Context: an optimization exercise on an open-source flow, tuned for small area, a short achievable clock period and few clock cycles per item. The choices shown serve that exercise and are no tape-out recipe. RTL that was checked went through simulation tests only; none was proved equivalent to the original.

Setup of middle:
==> flow/design.v <==
module cc_block (
	input					i_clk, i_rstn,
	input					i_start,
	input			[255:0]	i_key,
	input			[95:0]	i_non,
	input			[31:0]	i_cnt,
	output	wire	[511:0]	o_stream,
	output	wire			o_done
);
	localparam [127:0] SIGMA = {32'h6b206574, 32'h79622d32, 32'h3320646e, 32'h61707865};
	wire	[511:0]	w_init = {i_non, i_cnt, i_key, SIGMA};
	reg		[511:0]	r_x;		 
	reg				r_busy;
	reg		[5:0]	r_step;
	reg				r_done;
	wire			w_h = r_step[0];	 
	function automatic [31:0] add_ks;
		input [31:0] x, y;
		reg [31:0] p, g, gg, pp, gn, pn;
		integer i, k;
		begin
			p = x ^ y; g = x & y; gg = g; pp = p;
			for (k = 1; k < 32; k = k * 2) begin
				gn = gg; pn = pp;
				for (i = k; i < 32; i = i + 1) begin
					gn[i] = gg[i] | (pp[i] & gg[i-k]);
					pn[i] = pp[i] & pp[i-k];
				end
				gg = gn; pp = pn;
			end
			add_ks = p ^ {gg[30:0], 1'b0};
		end
	endfunction
	function automatic [31:0] add_bk;
		input [31:0] x, y;
		reg [31:0] p, g, gg, pp;
		integer i, k;
		begin
			p = x ^ y; g = x & y; gg = g; pp = p;
			for (k = 1; k < 32; k = k * 2)
				for (i = 2*k - 1; i < 32; i = i + 2*k) begin
					gg[i] = gg[i] | (pp[i] & gg[i-k]);
					pp[i] = pp[i] & pp[i-k];
				end
			for (k = 8; k >= 1; k = k / 2)
				for (i = 3*k - 1; i < 32; i = i + 2*k) begin
					gg[i] = gg[i] | (pp[i] & gg[i-k]);
					pp[i] = pp[i] & pp[i-k];
				end
			add_bk = p ^ {gg[30:0], 1'b0};
		end
	endfunction
	wire	[511:0]	w_nx;
	genvar gj;
	generate
		for (gj = 0; gj < 4; gj = gj + 1) begin : g_col
			wire [31:0] a = r_x[32*gj +: 32];
			wire [31:0] b = r_x[32*(4+gj) +: 32];
			wire [31:0] c = r_x[32*(8+gj) +: 32];
			wire [31:0] d = r_x[32*(12+gj) +: 32];
			wire [31:0] a1 = add_ks(a, b);
			wire [31:0] t  = d ^ a1;
			wire [31:0] t16 = {t[15:0], t[31:16]};
			wire [31:0] t8  = {t[23:0], t[31:24]};
			wire [31:0] d1 = w_h ? t8 : t16;
			wire [31:0] c1 = add_ks(c, d1);
			wire [31:0] u  = b ^ c1;
			wire [31:0] u12 = {u[19:0], u[31:20]};
			wire [31:0] u7  = {u[24:0], u[31:25]};
		end
		for (gj = 0; gj < 4; gj = gj + 1) begin : g_pos
			localparam integer S  = (gj == 0) ? 2 : (gj == 1) ? 0 : (gj == 2) ? 3 : 1;
			localparam integer TB = (gj == 0) ? 1 : (gj == 1) ? 2 : (gj == 2) ? 0 : 3;
			localparam integer TC = (gj == 0) ? 3 : (gj == 1) ? 1 : (gj == 2) ? 2 : 0;
			localparam integer TD = (gj == 0) ? 0 : (gj == 1) ? 3 : (gj == 2) ? 1 : 2;
			assign w_nx[32*gj +: 32]      = g_col[S].a1;
			assign w_nx[32*(4+gj) +: 32]  = w_h ? g_col[TB].u7 : g_col[S].u12;
			assign w_nx[32*(8+gj) +: 32]  = w_h ? g_col[TC].c1 : g_col[S].c1;
			assign w_nx[32*(12+gj) +: 32] = w_h ? g_col[TD].t8 : g_col[S].t16;
		end
	endgenerate
	always @(posedge i_clk) begin
		if (i_start)
			r_x <= w_init;
		else
			r_x <= w_nx;
	end
	always @(posedge i_clk, negedge i_rstn) begin
		if (!i_rstn) begin
			r_busy	<= 1'b0;
			r_step	<= 6'd0;
			r_done	<= 1'b0;
		end
		else begin
			r_done	<= r_busy && (r_step == 6'd39);
			if (i_start) begin
				r_busy	<= 1'b1;
				r_step	<= 6'd0;
			end
			else if (r_busy) begin
				r_busy	<= (r_step != 6'd39);
				r_step	<= r_step + 6'd1;
			end
		end
	end
	generate
		for (gj = 0; gj < 16; gj = gj + 1) begin : g_out
			assign o_stream[32*gj +: 32] = add_bk(r_x[32*gj +: 32], w_init[32*gj +: 32]);
		end
	endgenerate
	assign o_done = r_done;
endmodule
Settings: LEC_CHECK=0, ABC_AREA=1, CAP_MARGIN=20, CORE_MARGIN=2, CORE_UTILIZATION=48, SLEW_MARGIN=20; clock period 5.5 ns.
standard.sh (not shown) runs the stock make flow with config.mk's settings and CLKGATE_MAP_FILE= SYNTH_SCRIPT=/design/flow/synth_recipe.tcl, a recipe that flattens the netlist after the stock synthesis.
==> flow/flow/run.sh <==
#!/bin/bash
# Layout flow: the standard flow (standard.sh) with the input and output
# port buffers made from the library's smallest buffer instead of the delay
# cell the placer picks by default. Every port still gets its own buffer.
set -uo pipefail
cd "$(dirname "${BASH_SOURCE[0]}")/.."
bash standard.sh 'BUFFER_PORTS_ARGS=-buffer_cell sky130_fd_sc_hd__buf_1' finish > flow_standard.log 2>&1
middle: all stages done; final checks FAILED (setup timing).
### middle -> north
--- a/flow/design.v
+++ b/flow/design.v
@@ -23,12 +23,13 @@
 			for (k = 1; k < 32; k = k * 2) begin
 				gn = gg; pn = pp;
 				for (i = k; i < 32; i = i + 1) begin
 					gn[i] = gg[i] | (pp[i] & gg[i-k]);
 					pn[i] = pp[i] & pp[i-k];
 				end
+				if (k == 1) gn[1] = g[1] | (p[1] & x[0] & y[0]);
 				gg = gn; pp = pn;
 			end
 			add_ks = p ^ {gg[30:0], 1'b0};
 		end
 	endfunction
 	function automatic [31:0] add_bk;
### Flow results
Routed wire length was higher in north than in middle. Looking at worst setup path startpoint, the r_x[238] result is from middle; the r_x[98] one comes from north. To summarise north: no stage aborted, but the layout did not pass its checks, failing on capacitance limit, slew limit, setup timing. The complex-gate fraction of the synthesized area reported for north is greater than that of middle by 1.1 points. Worst setup slack: lower on north. Changes observed in north relative to middle: ratio of final minimum period to clock period went up; vias per cell saw an increase.
No run of this note included a check of the RTL's function; only the layout flow was run.

* * *

== before ==
cc_block, a different RTL version from the one above (not shown whole).
Size: roughly 7400 cells after synthesis, about 520 flip-flops, ~52000 sq um of cells after synthesis.
==> module cc_block, before the edit <==
module cc_block (
	input					i_clk, i_rstn,
	input					i_start,
	input			[255:0]	i_key,
	input			[95:0]	i_non,
	input			[31:0]	i_cnt,
	output	wire	[511:0]	o_stream,
	output	wire			o_done
);
	localparam [127:0] SIGMA = {32'h6b206574, 32'h79622d32, 32'h3320646e, 32'h61707865};
	wire	[511:0]	w_init = {i_non, i_cnt, i_key, SIGMA};
	reg		[511:0]	r_x;		 
	reg				r_busy;
	reg		[5:0]	r_step;
	reg				r_done;
	wire			w_h = r_step[0];	 
	function automatic [31:0] add_ks;
		input [31:0] x, y;
		reg [31:0] p, g, gg, pp, gn, pn;
		integer i, k;
		begin
			p = x ^ y; g = x & y; gg = g; pp = p;
			for (k = 1; k < 32; k = k * 2) begin
				gn = gg; pn = pp;
				for (i = k; i < 32; i = i + 1) begin
					gn[i] = gg[i] | (pp[i] & gg[i-k]);
					pn[i] = pp[i] & pp[i-k];
				end
				gg = gn; pp = pn;
			end
			add_ks = p ^ {gg[30:0], 1'b0};
		end
	endfunction
	wire	[511:0]	w_nx;
	genvar gj, gr;
	generate
		for (gj = 0; gj < 4; gj = gj + 1) begin : g_col
			wire [31:0] a = r_x[32*gj +: 32];
			wire [31:0] b = r_x[32*(4+gj) +: 32];
			wire [31:0] c = r_x[32*(8+gj) +: 32];
			wire [31:0] d = r_x[32*(12+gj) +: 32];
			wire [31:0] a1 = add_ks(a, b);
			wire [31:0] t  = d ^ a1;
			wire [31:0] t16 = {t[15:0], t[31:16]};
			wire [31:0] t8  = {t[23:0], t[31:24]};
			wire [31:0] d1 = w_h ? t8 : t16;
			wire [31:0] c1 = add_ks(c, d1);
			wire [31:0] u  = b ^ c1;
			wire [31:0] u12 = {u[19:0], u[31:20]};
			wire [31:0] u7  = {u[24:0], u[31:25]};
		end
		for (gr = 0; gr < 4; gr = gr + 1) begin : g_row
			for (gj = 0; gj < 4; gj = gj + 1) begin : g_pos
				localparam integer K = (gr == 0) ? (4 - gj) % 4 : (gr == 1) ? (5 - gj) % 4 :
									   (gr == 2) ? (6 - gj) % 4 : (7 - gj) % 4;
				wire [31:0] s0, s1;
				if (gr == 0) begin : g_a
					assign s0 = g_col[gj].a1; assign s1 = g_col[K].a1;
				end else if (gr == 1) begin : g_b
					assign s0 = g_col[gj].u12; assign s1 = g_col[K].u7;
				end else if (gr == 2) begin : g_c
					assign s0 = g_col[gj].c1; assign s1 = g_col[K].c1;
				end else begin : g_d
					assign s0 = g_col[gj].t16; assign s1 = g_col[K].t8;
				end
				assign w_nx[32*(4*gr+gj) +: 32] = w_h ? s1 : s0;
			end
		end
	endgenerate
	always @(posedge i_clk) begin
		if (i_start)
			r_x <= w_init;
		else
			r_x <= w_nx;
	end
	always @(posedge i_clk, negedge i_rstn) begin
		if (!i_rstn) begin
			r_busy	<= 1'b0;
			r_step	<= 6'd0;
			r_done	<= 1'b0;
		end
		else begin
			r_done	<= r_busy && (r_step == 6'd39);
			if (i_start) begin
				r_busy	<= 1'b1;
				r_step	<= 6'd0;
			end
			else if (r_busy) begin
				r_busy	<= (r_step != 6'd39);
				r_step	<= r_step + 6'd1;
			end
		end
	end
	function automatic [31:0] add_bk;
		input [31:0] x, y;
		reg [31:0] p, g, gg, pp;
		integer i, k;
		begin
			p = x ^ y; g = x & y; gg = g; pp = p;
			for (k = 1; k < 32; k = k * 2)
				for (i = 2*k - 1; i < 32; i = i + 2*k) begin
					gg[i] = gg[i] | (pp[i] & gg[i-k]);
					pp[i] = pp[i] & pp[i-k];
				end
			for (k = 8; k >= 1; k = k / 2)
				for (i = 3*k - 1; i < 32; i = i + 2*k) begin
					gg[i] = gg[i] | (pp[i] & gg[i-k]);
					pp[i] = pp[i] & pp[i-k];
				end
			add_bk = p ^ {gg[30:0], 1'b0};
		end
	endfunction
	genvar gw;
	generate
		for (gw = 0; gw < 16; gw = gw + 1) begin : g_out
			assign o_stream[32*gw +: 32] = add_bk(r_x[32*gw +: 32], w_init[32*gw +: 32]);
		end
	endgenerate
	assign o_done = r_done;
endmodule
Settings: LEC_CHECK=0, ABC_AREA=1, CAP_MARGIN=20, CORE_MARGIN=2, CORE_UTILIZATION=48, PLACE_DENSITY=0.7, SETUP_SLACK_MARGIN=0.5, SLEW_MARGIN=20; clock period 5.5 ns.
Scripts as last shown in full above: flow/flow/run.sh
Testbench counts of before, summed over its fixed seeds: cycles 7,872, blocks 192.
Modified inputs, after compared to before
--- a/flow/design.v
+++ b/flow/design.v
@@ -13,24 +13,16 @@
 	reg				r_busy;
 	reg		[5:0]	r_step;
 	reg				r_done;
 	wire			w_h = r_step[0];	 
-	function automatic [31:0] add_ks;
-		input [31:0] x, y;
-		reg [31:0] p, g, gg, pp, gn, pn;
-		integer i, k;
-		begin
-			p = x ^ y; g = x & y; gg = g; pp = p;
-			for (k = 1; k < 32; k = k * 2) begin
-				gn = gg; pn = pp;
-				for (i = k; i < 32; i = i + 1) begin
-					gn[i] = gg[i] | (pp[i] & gg[i-k]);
-					pn[i] = pp[i] & pp[i-k];
-				end
-				gg = gn; pp = pn;
-			end
-			add_ks = p ^ {gg[30:0], 1'b0};
-		end
+	function automatic integer perm;
+		input integer r, j;
+		case (r)
+			0: perm = (4 - j) % 4;
+			1: perm = (5 - j) % 4;
+			2: perm = (6 - j) % 4;
+			default: perm = (7 - j) % 4;
+		endcase
 	endfunction
 	wire	[511:0]	w_nx;
 	genvar gj, gr;
 	generate
@@ -38,14 +30,14 @@
 			wire [31:0] a = r_x[32*gj +: 32];
 			wire [31:0] b = r_x[32*(4+gj) +: 32];
 			wire [31:0] c = r_x[32*(8+gj) +: 32];
 			wire [31:0] d = r_x[32*(12+gj) +: 32];
-			wire [31:0] a1 = add_ks(a, b);
+			wire [31:0] a1 = a + b;
 			wire [31:0] t  = d ^ a1;
 			wire [31:0] t16 = {t[15:0], t[31:16]};
 			wire [31:0] t8  = {t[23:0], t[31:24]};
 			wire [31:0] d1 = w_h ? t8 : t16;
-			wire [31:0] c1 = add_ks(c, d1);
+			wire [31:0] c1 = c + d1;
 			wire [31:0] u  = b ^ c1;
 			wire [31:0] u12 = {u[19:0], u[31:20]};
 			wire [31:0] u7  = {u[24:0], u[31:25]};
 		end
Results
Summary of the comparison: remaining max-slew budget at the tightest pin is lower in after, relative to before.
Against before, after comes in 3.3 points higher on core utilization.
after — met2 usage in global routing 0.29 points lower, before as reference
From before to after the numbers moved as follows: cell count picked up an extra 434, post-CTS setup buffer count picked up an extra 18, finished layout cell area picked up an extra 6.2%.
No functional check of the RTL was part of after.

* * *

## onyx
Another version of the RTL of cc_block (not shown whole).
For scale: roughly 7400 cells after synthesis, roughly 520 flip-flops, ~900 I/O pins, about 52000 sq um of cells after synthesis.
==> module cc_block, before the edit <==
module cc_block (
	input					i_clk, i_rstn,
	input					i_start,
	input			[255:0]	i_key,
	input			[95:0]	i_non,
	input			[31:0]	i_cnt,
	output	wire	[511:0]	o_stream,
	output	wire			o_done
);
	localparam [127:0] SIGMA = {32'h6b206574, 32'h79622d32, 32'h3320646e, 32'h61707865};
	wire	[511:0]	w_init = {i_non, i_cnt, i_key, SIGMA};
	reg		[511:0]	r_x;		 
	reg				r_busy;
	reg		[5:0]	r_step;
	reg				r_done;
	wire			w_h = r_step[0];	 
	function automatic integer perm;
		input integer r, j;
		case (r)
			0: perm = (4 - j) % 4;
			1: perm = (5 - j) % 4;
			2: perm = (6 - j) % 4;
			default: perm = (7 - j) % 4;
		endcase
	endfunction
	function automatic [31:0] add_ks;
		input [31:0] x, y;
		reg [31:0] p, g, gg, pp, gn, pn;
		integer i, k;
		begin
			p = x ^ y; g = x & y; gg = g; pp = p;
			for (k = 1; k < 32; k = k * 2) begin
				gn = gg; pn = pp;
				for (i = k; i < 32; i = i + 1) begin
					gn[i] = gg[i] | (pp[i] & gg[i-k]);
					pn[i] = pp[i] & pp[i-k];
				end
				gg = gn; pp = pn;
			end
			add_ks = p ^ {gg[30:0], 1'b0};
		end
	endfunction
	wire	[511:0]	w_nx;
	genvar gj, gr;
	generate
		for (gj = 0; gj < 4; gj = gj + 1) begin : g_col
			wire [31:0] a = r_x[32*gj +: 32];
			wire [31:0] b = r_x[32*(4+gj) +: 32];
			wire [31:0] c = r_x[32*(8+gj) +: 32];
			wire [31:0] d = r_x[32*(12+gj) +: 32];
			wire [31:0] a1 = add_ks(a, b);
			wire [31:0] t  = d ^ a1;
			wire [31:0] t16 = {t[15:0], t[31:16]};
			wire [31:0] t8  = {t[23:0], t[31:24]};
			wire [31:0] d1 = w_h ? t8 : t16;
			wire [31:0] c1 = add_ks(c, d1);
			wire [31:0] u  = b ^ c1;
			wire [31:0] u12 = {u[19:0], u[31:20]};
			wire [31:0] u7  = {u[24:0], u[31:25]};
		end
		for (gr = 0; gr < 4; gr = gr + 1) begin : g_row
			for (gj = 0; gj < 4; gj = gj + 1) begin : g_pos
				localparam integer K = (gr == 0) ? (4 - gj) % 4 : (gr == 1) ? (5 - gj) % 4 :
									   (gr == 2) ? (6 - gj) % 4 : (7 - gj) % 4;
				wire [31:0] s0, s1;
				if (gr == 0) begin : g_a
					assign s0 = g_col[gj].a1; assign s1 = g_col[K].a1;
				end else if (gr == 1) begin : g_b
					assign s0 = g_col[gj].u12; assign s1 = g_col[K].u7;
				end else if (gr == 2) begin : g_c
					assign s0 = g_col[gj].c1; assign s1 = g_col[K].c1;
				end else begin : g_d
					assign s0 = g_col[gj].t16; assign s1 = g_col[K].t8;
				end
				assign w_nx[32*(4*gr+gj) +: 32] = w_h ? s1 : s0;
			end
		end
	endgenerate
	always @(posedge i_clk) begin
		if (i_start)
			r_x <= w_init;
		else
			r_x <= w_nx;
	end
	always @(posedge i_clk, negedge i_rstn) begin
		if (!i_rstn) begin
			r_busy	<= 1'b0;
			r_step	<= 6'd0;
			r_done	<= 1'b0;
		end
		else begin
			r_done	<= r_busy && (r_step == 6'd39);
			if (i_start) begin
				r_busy	<= 1'b1;
				r_step	<= 6'd0;
			end
			else if (r_busy) begin
				r_busy	<= (r_step != 6'd39);
				r_step	<= r_step + 6'd1;
			end
		end
	end
	function automatic [31:0] add_bk;
		input [31:0] x, y;
		reg [31:0] p, g, gg, pp;
		integer i, k;
		begin
			p = x ^ y; g = x & y; gg = g; pp = p;
			for (k = 1; k < 32; k = k * 2)
				for (i = 2*k - 1; i < 32; i = i + 2*k) begin
					gg[i] = gg[i] | (pp[i] & gg[i-k]);
					pp[i] = pp[i] & pp[i-k];
				end
			for (k = 8; k >= 1; k = k / 2)
				for (i = 3*k - 1; i < 32; i = i + 2*k) begin
					gg[i] = gg[i] | (pp[i] & gg[i-k]);
					pp[i] = pp[i] & pp[i-k];
				end
			add_bk = p ^ {gg[30:0], 1'b0};
		end
	endfunction
	genvar gw;
	generate
		for (gw = 0; gw < 16; gw = gw + 1) begin : g_out
			assign o_stream[32*gw +: 32] = add_bk(r_x[32*gw +: 32], w_init[32*gw +: 32]);
		end
	endgenerate
	assign o_done = r_done;
endmodule
clock: 5.5 ns
lec_check: 0
abc_area: 1
cap_margin: 20
core_margin: 2
core_utilization: 48
place_density: 0.7
setup_slack_margin: 0.5
slew_margin: 20
Scripts as last shown in full above: flow/flow/run.sh
Testbench counts of onyx, summed over its fixed seeds: cycles 7,872, blocks 192.
[inputs] yarrow vs onyx
--- a/flow/design.v
+++ b/flow/design.v
@@ -34,8 +34,9 @@
 				for (i = k; i < 32; i = i + 1) begin
 					gn[i] = gg[i] | (pp[i] & gg[i-k]);
 					pn[i] = pp[i] & pp[i-k];
 				end
+				if (k == 1) gn[1] = g[1] | (p[1] & x[0] & y[0]);
 				gg = gn; pp = pn;
 			end
 			add_ks = p ^ {gg[30:0], 1'b0};
 		end
### Flow results
Against onyx, yarrow comes in 1.2 points higher on post-synthesis xor/xnor area fraction. yarrow packs its core more tightly than onyx. Summary of yarrow over onyx: maximum achievable frequency lower; headroom to the max-slew limit lower; via count higher. yarrow: full flow OK, the timing, DRC and antenna checks passed. Compared with onyx, in yarrow worst setup slack before clock tree synthesis down 0.34 ns, adder-cell area share of the yosys netlist essentially unchanged, total routed wirelength higher, mean instance size in the synthesized netlist went up, clock period minus final worst setup slack has increased. Compared with onyx, yarrow shows a lower worst hold slack. Synthesized cell count: onyx and yarrow compared, higher one is onyx.
The RTL of yarrow was laid out without a check of its function.

[separate check: timing with driven ports]
No port has a modelled driver above. Below, the same layouts with a new extraction and two added sets of constraints. Step 1: set_driving_cell puts a clkbuf_16 on i_clk and a buf_2 on each other input, an assumption about the parent block. Step 2 also shifts input and output timing later by t, the mid clock arrival at the registers, as if the neighbouring blocks saw the same clock. Three values: ideal, step 1, step 2; two values: the first two.
run | t (ns) | slack for setup (ns) | slew at the worst register clock pin (ns) | worst slew at a driven data input, ns
middle | 0.756 | -0.082 / -0.082 / -0.082 | 0.07 / 0.07 | 0.22
north | 0.762 | -0.472 / -0.495 / -0.495 | 0.07 / 0.07 | 0.31
before | 0.734 | 0.483 / 0.374 / 0.374 | 0.07 / 0.07 | 0.21
after | 0.756 | 0.414 / 0.323 / 0.376 | 0.08 / 0.08 | 0.28
onyx | 0.734 | 0.483 / 0.374 / 0.374 | 0.07 / 0.07 | 0.21
yarrow | 0.756 | 0.164 / 0.076 / 0.120 | 0.07 / 0.07 | 0.27
